This design comes from an exercise in tuning for small area on the open sky130 flow, not from production work.
In this exercise RTL edits were held to simulation tests only and were not proved equivalent to the original.
Power figures rest on the tool's default switching activity, not on a simulated workload.

==> inputs of run a <==
Design race_controller, start of the top module:
module race_controller (
    input clk,
    input rst,
    input A1, B1, start1, Z1, up1, down1, left1, right1, steer_left1, steer_right1,
    input A2, B2, start2, Z2, up2, down2, left2, right2, steer_left2, steer_right2,
    input phase_loaded,
    input [20:0] imap_item_box1,
    input [20:0] imap_item_box2,
    input [20:0] imap_item_box3,
    input [20:0] imap_item_box4,
    input [20:0] imap_item_box5,
    input [20:0] imap_item_box6,
    input [20:0] imap_item_box7,
    input [20:0] imap_item_box8,
    input [1:0] map_type,
    input [3:0] min_tens, input [3:0] min_ones,
    input [3:0] sec_tens, input [3:0] sec_ones,
    input [3:0] ms_tens, input [3:0] ms_ones,
    input [9:0] car1_x, input [8:0] car1_y,
    input [9:0] car2_x, input [8:0] car2_y,
    output reg [2:0] phase,
    output in_loading_phase,
    output reg [2:0] selected_character1, output reg [2:0] selected_character2,
    output reg character_selected1, output reg character_selected2,
    output reg ready_for_race,
    output reg [1:0] laps_completed1, output reg [1:0] laps_completed2,
    output reg race_begin,
    output reg [1:0] oym_counter,
    output [1:0] finish_place1, output [1:0] finish_place2,
    output reg [3:0] fmin_tens1, output reg [3:0] fmin_ones1, output reg [3:0] fsec_tens1,
    output reg [3:0] fsec_ones1, output reg [3:0] fms_tens1, output reg [3:0] fms_ones1,
    output reg [3:0] fmin_tens2, output reg [3:0] fmin_ones2, output reg [3:0] fsec_tens2,
    output reg [3:0] fsec_ones2, output reg [3:0] fms_tens2, output reg [3:0] fms_ones2,
    output [1:0] owned_item1, output [1:0] owned_item2,
    output picking_item1, output picking_item2,
    output car1_banana_buff, output car1_mushroom_buff, output car1_lightning_buff,
    output car2_banana_buff, output car2_mushroom_buff, output car2_lightning_buff,
    output lightning_used, output banana_placed, output mushroom_used,
    output [20:0] item_box1,
    output [20:0] item_box2,
    output [20:0] item_box3,
    output [20:0] item_box4,
    output [20:0] item_box5,
    output [20:0] item_box6,
    output [20:0] item_box7,
    output [20:0] item_box8,
    output [20:0] banana1,
    output [20:0] banana2,
    output [20:0] banana3,
    output [20:0] banana4,
    output [20:0] banana5,
    output [20:0] banana6,
    output [20:0] banana7,
    output [20:0] banana8,
    output reg lap_completed1, output reg correct_direction1,
    output reg lap_completed2, output reg correct_direction2,
    output reg [9:0] imap_x, output reg [8:0] imap_y,
    output forward1, output backward1, output turn_left1, output turn_right1,
    output [1:0] speed1,
    output forward2, output backward2, output turn_left2, output turn_right2,
    output [1:0] speed2
    );
Settings: LEC_CHECK=0, CAP_MARGIN=20, CORE_MARGIN=2, CORE_UTILIZATION=60, PLACE_DENSITY=0.72, SLEW_MARGIN=20, SYNTH_HIERARCHICAL=1, SYNTH_MINIMUM_KEEP_SIZE=0; clock period 12.0 ns.
standard.sh (not shown) runs the stock make flow with config.mk's settings and CLKGATE_MAP_FILE= SYNTH_SCRIPT=/design/flow/synth_recipe.tcl, a recipe that flattens the netlist after the stock synthesis.
==> flow/flow/run.sh <==
#!/bin/bash
# The standard layout, with two changes:
#  - the port buffers are sky130_fd_sc_hd__buf_1 (one buffer on every port, as
#    in the standard flow, but the smallest buffer cell);
#  - clock tree synthesis clusters the flip-flops under clkbuf_4 leaf buffers
#    and inserts no dummy loads.
set -euo pipefail
export BUFFER_PORTS_ARGS="-buffer_cell sky130_fd_sc_hd__buf_1"
export CTS_ARGS="-sink_clustering_enable -repair_clock_nets -dont_use_dummy_load -buf_list {sky130_fd_sc_hd__clkbuf_4} -sink_clustering_size 8 -sink_clustering_max_diameter 35"
bash standard.sh > standard_flow.log 2>&1
==> inputs of run b, as changes to run a <==
--- a/flow/design.v
+++ b/flow/design.v
@@ -10,23 +10,24 @@
   genvar k;
   generate
     for (k = 2; k < W; k = k + 1) begin : f
       fadd u(.a(o[k]), .b(nt1[k]), .c(c[k]), .s(d[k]), .co(c[k+1]));
     end
   endgenerate
 endmodule
 module axis_car #(parameter W = 10)
-    (input [W-1:0] nc, output [W-1:0] nt1, output wrap, output clamp);
-  localparam [W-1:0] K29 = 29;
+    (input [W-1:0] c, output [W-1:0] nt1, output wrap, output clamp);
+  localparam [W-1:0] M29 = -29;
   localparam [W-1:0] TOP10 = -10;
-  localparam [W-1:0] TOP29 = -29;
-  add_const #(W, K29) am(.a(nc), .s(nt1));
-  assign wrap = nc >= TOP10 || nc < 10;               
-  assign clamp = nc >= TOP29 && nc < TOP10;           
+  wire [W-1:0] t1;
+  add_const #(W, M29) am(.a(c), .s(t1));
+  assign nt1 = ~t1;
+  assign wrap = c >= TOP10 || c < 10;
+  assign clamp = c >= 10 && c < 29;
 endmodule
 `timescale 1ns / 1ps
 `timescale 1ns / 1ps
 module fadd(input a, input b, input c, output s, output co);
   assign {co, s} = a + b + c;
 endmodule
 module hadd(input a, input b, output s, output co);
   assign {co, s} = a + b;
@@ -40,26 +41,23 @@
   genvar k;
   generate
     for (k = 1; k < W; k = k + 1) begin : f
       fadd u(.a(a[k]), .b(b[k]), .c(c[k]), .s(s[k]), .co(c[k+1]));
     end
   endgenerate
   assign co = c[W];
 endmodule
-module or2m(input a, input b, output y);
-  assign y = a | b;
-endmodule
-module rca_sub #(parameter W = 10) (input [W-1:0] a, input [W-1:0] nb, output [W-1:0] d, output borrow);
+module rca_sub #(parameter W = 10) (input [W-1:0] a, input [W-1:0] b, output [W-1:0] d, output borrow);
   wire [W:0] c;
-  xnor2m x0(.a(a[0]), .b(nb[0]), .y(d[0]));
-  or2m o0(.a(a[0]), .b(nb[0]), .y(c[1]));
+  wire [W-1:0] nb = ~b;
+  assign c[0] = 1'b1;
   genvar k;
   generate
-    for (k = 1; k < W; k = k + 1) begin : f
+    for (k = 0; k < W; k = k + 1) begin : f
       fadd u(.a(a[k]), .b(nb[k]), .c(c[k]), .s(d[k]), .co(c[k+1]));
     end
   endgenerate
   assign borrow = ~c[W];
 endmodule
 module add_const #(parameter W = 10, parameter [W-1:0] K = 1) (input [W-1:0] a, output [W-1:0] s);
   function integer lowest_one(input [W-1:0] v);
     integer i;
@@ -229,20 +227,20 @@
   wire ph_csel    = phase == 1;
   wire ph_racing  = phase == 2;
   wire ph_ld_race = phase == 5;
   assign in_loading_phase = phase[2] ^ (phase[1] & phase[0]);   
   wire [9:0] c1_xnt1, c2_xnt1;
   wire [8:0] c1_ynt1, c2_ynt1;
   wire c1_xwrap, c1_ywrap, c2_xwrap, c2_ywrap;
   wire c1_xclamp, c1_yclamp, c2_xclamp, c2_yclamp;
-  axis_car #(10) c1x(.nc(~car1_x), .nt1(c1_xnt1), .wrap(c1_xwrap), .clamp(c1_xclamp));
-  axis_car #(9)  c1y(.nc(~car1_y), .nt1(c1_ynt1), .wrap(c1_ywrap), .clamp(c1_yclamp));
-  axis_car #(10) c2x(.nc(~car2_x), .nt1(c2_xnt1), .wrap(c2_xwrap), .clamp(c2_xclamp));
-  axis_car #(9)  c2y(.nc(~car2_y), .nt1(c2_ynt1), .wrap(c2_ywrap), .clamp(c2_yclamp));
+  axis_car #(10) c1x(.c(car1_x), .nt1(c1_xnt1), .wrap(c1_xwrap), .clamp(c1_xclamp));
+  axis_car #(9)  c1y(.c(car1_y), .nt1(c1_ynt1), .wrap(c1_ywrap), .clamp(c1_yclamp));
+  axis_car #(10) c2x(.c(car2_x), .nt1(c2_xnt1), .wrap(c2_xwrap), .clamp(c2_xclamp));
+  axis_car #(9)  c2y(.c(car2_y), .nt1(c2_ynt1), .wrap(c2_ywrap), .clamp(c2_yclamp));
   function axis_in(input [9:2] d, input msb, input wrap, input clamp);
     axis_in = (d[9:6] == 0) && !(d[5] && (d[4] || d[3])) &&
               !(msb && (clamp || (wrap && (d[5] || (d[4] && (d[3] || d[2]))))));
   endfunction
   wire [20:0] obj [0:15];
   wire [15:0] obj_active;       
   wire [15:0] hit1, hit2;
   genvar gi;
@@ -287,20 +285,20 @@
   wire fp2_zero = laps_completed2 != 2'd3;
   assign finish_place1 = fp1_zero ? 2'd0 : (fsec1 ? 2'd2 : 2'd1);
   assign finish_place2 = fp2_zero ? 2'd0 : (fsec2 ? 2'd2 : 2'd1);
   wire set_ft1 = (fin1 && fp2_zero) || (fin2 && fp1_zero);
   wire set_ft2 = (fin1 && !fp2_zero) || (fin2 && !fp1_zero);
   function [2:0] move_sel(input [2:0] s, input [2:0] o, input l, input r, input d, input u);
     begin
       move_sel = s;
-      if (l && s[1:0] != 2'b00 && {s[2], s[1:0] - 2'd1} != o) move_sel = {s[2], s[1:0] - 2'd1};
-      if (r && s[1:0] != 2'b11 && {s[2], s[1:0] + 2'd1} != o) move_sel = {s[2], s[1:0] + 2'd1};
-      if (d && !s[2] && {1'b1, s[1:0]} != o) move_sel = {1'b1, s[1:0]};
-      if (u && s[2] && {1'b0, s[1:0]} != o) move_sel = {1'b0, s[1:0]};
+      if (l && s[1:0] != 2'b00 && s - 3'd1 != o) move_sel = s - 3'd1;
+      if (r && s[1:0] != 2'b11 && s + 3'd1 != o) move_sel = s + 3'd1;
+      if (d && !s[2] && s + 3'd4 != o) move_sel = s + 3'd4;
+      if (u && s[2] && s - 3'd4 != o) move_sel = s - 3'd4;
     end
   endfunction
   integer k;
   always @(posedge clk) begin
     if (rst) begin
       phase <= 3;
       selected_character1 <= 0;
       selected_character2 <= 1;
@@ -584,43 +582,43 @@
   end
   reg [6:0] delta_cnt;
   wire update_deltas = delta_cnt == DELTA_P;
   wire [6:0] delta_cnt_d;
   assign delta_cnt_d = lfsr7_alt(delta_cnt, !rst && !update_deltas);
   always @(posedge clk) begin
     delta_cnt <= delta_cnt_d;
   end
-  reg [9:0] prev_x [0:1];    
-  reg [8:0] prev_y [0:1];    
+  reg [9:0] prev_x [0:1];
+  reg [8:0] prev_y [0:1];
   reg [9:0] dlx [0:1][0:3];
   reg [8:0] dly [0:1][0:3];
   wire [9:0] cx [0:1];
   wire [8:0] cy [0:1];
   assign cx[0] = car1_x; assign cy[0] = car1_y;
   assign cx[1] = car2_x; assign cy[1] = car2_y;
   wire [10:0] ddx [0:1];
   wire [9:0] ddy [0:1];
-  rca_sub #(10) sx0(.a(car1_x), .nb(prev_x[0]), .d(ddx[0][9:0]), .borrow(ddx[0][10]));
-  rca_sub #(10) sx1(.a(car2_x), .nb(prev_x[1]), .d(ddx[1][9:0]), .borrow(ddx[1][10]));
-  rca_sub #(9) sy0(.a(car1_y), .nb(prev_y[0]), .d(ddy[0][8:0]), .borrow(ddy[0][9]));
-  rca_sub #(9) sy1(.a(car2_y), .nb(prev_y[1]), .d(ddy[1][8:0]), .borrow(ddy[1][9]));
+  rca_sub #(10) sx0(.a(car1_x), .b(prev_x[0]), .d(ddx[0][9:0]), .borrow(ddx[0][10]));
+  rca_sub #(10) sx1(.a(car2_x), .b(prev_x[1]), .d(ddx[1][9:0]), .borrow(ddx[1][10]));
+  rca_sub #(9) sy0(.a(car1_y), .b(prev_y[0]), .d(ddy[0][8:0]), .borrow(ddy[0][9]));
+  rca_sub #(9) sy1(.a(car2_y), .b(prev_y[1]), .d(ddy[1][8:0]), .borrow(ddy[1][9]));
   wire [1:0] dx_nz = {ddx[1][9:0] != 0, ddx[0][9:0] != 0};
   wire [1:0] dy_nz = {ddy[1][8:0] != 0, ddy[0][8:0] != 0};
   wire [3:0] dir [0:1];
   assign dir[0] = {turn_right1, turn_left1, backward1, forward1};
   assign dir[1] = {turn_right2, turn_left2, backward2, forward2};
   wire prev_ld = rst || update_deltas;
   wire [18:0] prev_d [0:1];
   wire [9:0] dlx_d [0:1][0:3];
   wire [8:0] dly_d [0:1][0:3];
   genvar gc, gd;
   generate
     for (gc = 0; gc < 2; gc = gc + 1) begin : dmux_c
-      ldmux #(19) pm(.en(prev_ld), .d(~{cx[gc], cy[gc]}), .hold(!prev_ld), .q({prev_x[gc], prev_y[gc]}), .y(prev_d[gc]));
+      ldmux #(19) pm(.en(prev_ld), .d({cx[gc], cy[gc]}), .hold(!prev_ld), .q({prev_x[gc], prev_y[gc]}), .y(prev_d[gc]));
       for (gd = 0; gd < 4; gd = gd + 1) begin : dmux_d
         wire ldx = update_deltas && dir[gc][gd] && dx_nz[gc];
         wire ldy = update_deltas && dir[gc][gd] && dy_nz[gc];
         ldmux #(10) mx(.en(!rst && ldx), .d(ddx[gc][9:0]), .hold(!rst && !ldx), .q(dlx[gc][gd]), .y(dlx_d[gc][gd]));
         ldmux #(9) my(.en(!rst && ldy), .d(ddy[gc][8:0]), .hold(!rst && !ldy), .q(dly[gc][gd]), .y(dly_d[gc][gd]));
       end
     end
   endgenerate
==> inputs of run c, as changes to run a <==
--- a/flow/design.v
+++ b/flow/design.v
@@ -9,25 +9,16 @@
   carry2 c01(.a(o[1:0]), .b(nt1[1:0]), .y(c[2]));
   genvar k;
   generate
     for (k = 2; k < W; k = k + 1) begin : f
       fadd u(.a(o[k]), .b(nt1[k]), .c(c[k]), .s(d[k]), .co(c[k+1]));
     end
   endgenerate
 endmodule
-module axis_car #(parameter W = 10)
-    (input [W-1:0] nc, output [W-1:0] nt1, output wrap, output clamp);
-  localparam [W-1:0] K29 = 29;
-  localparam [W-1:0] TOP10 = -10;
-  localparam [W-1:0] TOP29 = -29;
-  add_const #(W, K29) am(.a(nc), .s(nt1));
-  assign wrap = nc >= TOP10 || nc < 10;               
-  assign clamp = nc >= TOP29 && nc < TOP10;           
-endmodule
 `timescale 1ns / 1ps
 `timescale 1ns / 1ps
 module fadd(input a, input b, input c, output s, output co);
   assign {co, s} = a + b + c;
 endmodule
 module hadd(input a, input b, output s, output co);
   assign {co, s} = a + b;
 endmodule
@@ -229,20 +220,28 @@
   wire ph_csel    = phase == 1;
   wire ph_racing  = phase == 2;
   wire ph_ld_race = phase == 5;
   assign in_loading_phase = phase[2] ^ (phase[1] & phase[0]);   
   wire [9:0] c1_xnt1, c2_xnt1;
   wire [8:0] c1_ynt1, c2_ynt1;
   wire c1_xwrap, c1_ywrap, c2_xwrap, c2_ywrap;
   wire c1_xclamp, c1_yclamp, c2_xclamp, c2_yclamp;
-  axis_car #(10) c1x(.nc(~car1_x), .nt1(c1_xnt1), .wrap(c1_xwrap), .clamp(c1_xclamp));
-  axis_car #(9)  c1y(.nc(~car1_y), .nt1(c1_ynt1), .wrap(c1_ywrap), .clamp(c1_yclamp));
-  axis_car #(10) c2x(.nc(~car2_x), .nt1(c2_xnt1), .wrap(c2_xwrap), .clamp(c2_xclamp));
-  axis_car #(9)  c2y(.nc(~car2_y), .nt1(c2_ynt1), .wrap(c2_ywrap), .clamp(c2_yclamp));
+  add_const #(10, 10'd29) c1x(.a(~car1_x), .s(c1_xnt1));
+  add_const #(9, 9'd29)   c1y(.a(~car1_y), .s(c1_ynt1));
+  add_const #(10, 10'd29) c2x(.a(~car2_x), .s(c2_xnt1));
+  add_const #(9, 9'd29)   c2y(.a(~car2_y), .s(c2_ynt1));
+  assign c1_xwrap = car1_x >= 10'd1014 || car1_x < 10'd10;
+  assign c1_ywrap = car1_y >= 9'd502 || car1_y < 9'd10;
+  assign c2_xwrap = car2_x >= 10'd1014 || car2_x < 10'd10;
+  assign c2_ywrap = car2_y >= 9'd502 || car2_y < 9'd10;
+  assign c1_xclamp = car1_x >= 10'd10 && car1_x < 10'd29;
+  assign c1_yclamp = car1_y >= 9'd10 && car1_y < 9'd29;
+  assign c2_xclamp = car2_x >= 10'd10 && car2_x < 10'd29;
+  assign c2_yclamp = car2_y >= 9'd10 && car2_y < 9'd29;
   function axis_in(input [9:2] d, input msb, input wrap, input clamp);
     axis_in = (d[9:6] == 0) && !(d[5] && (d[4] || d[3])) &&
               !(msb && (clamp || (wrap && (d[5] || (d[4] && (d[3] || d[2]))))));
   endfunction
   wire [20:0] obj [0:15];
   wire [15:0] obj_active;       
   wire [15:0] hit1, hit2;
   genvar gi;
==> qor summary <==
quantity	run a	run c	run b
CP arrival	7.96 ns	7.64 ns	8.03 ns
Clock network fraction of total power	28.1%	28.5%	28.4%
Run status	complete, no violations	complete, no violations	complete, no violations
Overall Power	5.97 mW	5.97 mW	6.11 mW
Fill cell count	6413	6525	6543
Hold Crit Endpoint	ban_grace[4][1]	ban_grace[6][3]	ban_grace[6][1]
Highest cell delay on the worst timing path	0.47 ns	0.53 ns	0.55 ns
Average via count per standard cell	6.54	6.41	6.64
Fraction of area in multi-input gates	54.2%	54.2%	53.9%
Number of detailed-routing iterations run before antenna repair	9	7	16
Total routing usage reported by global routing	41.6%	39.0%	41.6%
Via count of the first global-routing pass	40300	39800	40300
GR Util met3	12.7%	9.47%	13.2%
Hold WS	0.327 ns	0.300 ns	0.302 ns
Rows	104	104	105
Combinational group share of total power	18.1%	17.7%	19.1%
Worst min-delay path startpoint	ban_grace[4][0]	ban_grace[6][2]	ban_grace[6][0]
Power Internal	4.13 mW	4.15 mW	4.19 mW
Clock period minus final worst setup slack	10.36 ns	10.04 ns	10.43 ns
Max-slew headroom at the worst pin	23.2%	21.7%	22.0%
Switch share	30.7%	30.5%	31.5%
Worst Setup Slack post-DPL	1.81 ns	2.06 ns	1.67 ns
Sum of net half-perimeters after detailed placement	137 mm	131 mm	130 mm
Layout cell share with drive strength beyond 1	6.94%	6.49%	7.36%
Non-filler cells in the finished layout	6154	6203	6223
Wire length after detailed routing	175 mm	164 mm	178 mm

## afterwards: timing with drivers on the ports
In the flow no input, the clock included, has a driving cell. The finished layouts below were timed again as built, in two steps.
Step 1 sets driving cells, clkbuf_16 on the clock port and buf_2 on the other inputs (assumed; they add their load-dependent delay and slew).
Step 2, shift: input delay + t, output delay - t, t = (earliest + latest rising clock arrival at the registers) / 2. This alone moves slack from input paths to output paths.
Slacks: ideal / step 1 / step 2; pairs: ideal / step 1.
run	t, ns	setup WS [ns]	clock arrival spread, ns	worst slew at a driven data input, ns	cell pins on the clock port's net
run a	1.111	1.638 / 1.616 / 1.616	0.170 / 0.170	0.08	1
run b	1.095	1.567 / 1.519 / 1.519	0.131 / 0.131	0.10	1
run c	1.144	1.957 / 1.936 / 1.936	0.136 / 0.135	0.09	1
After both steps every run listed still meets setup and hold. The setup slack of run b, which loses most, moves by -0.048 ns with the drivers and by -0.048 ns with both steps.
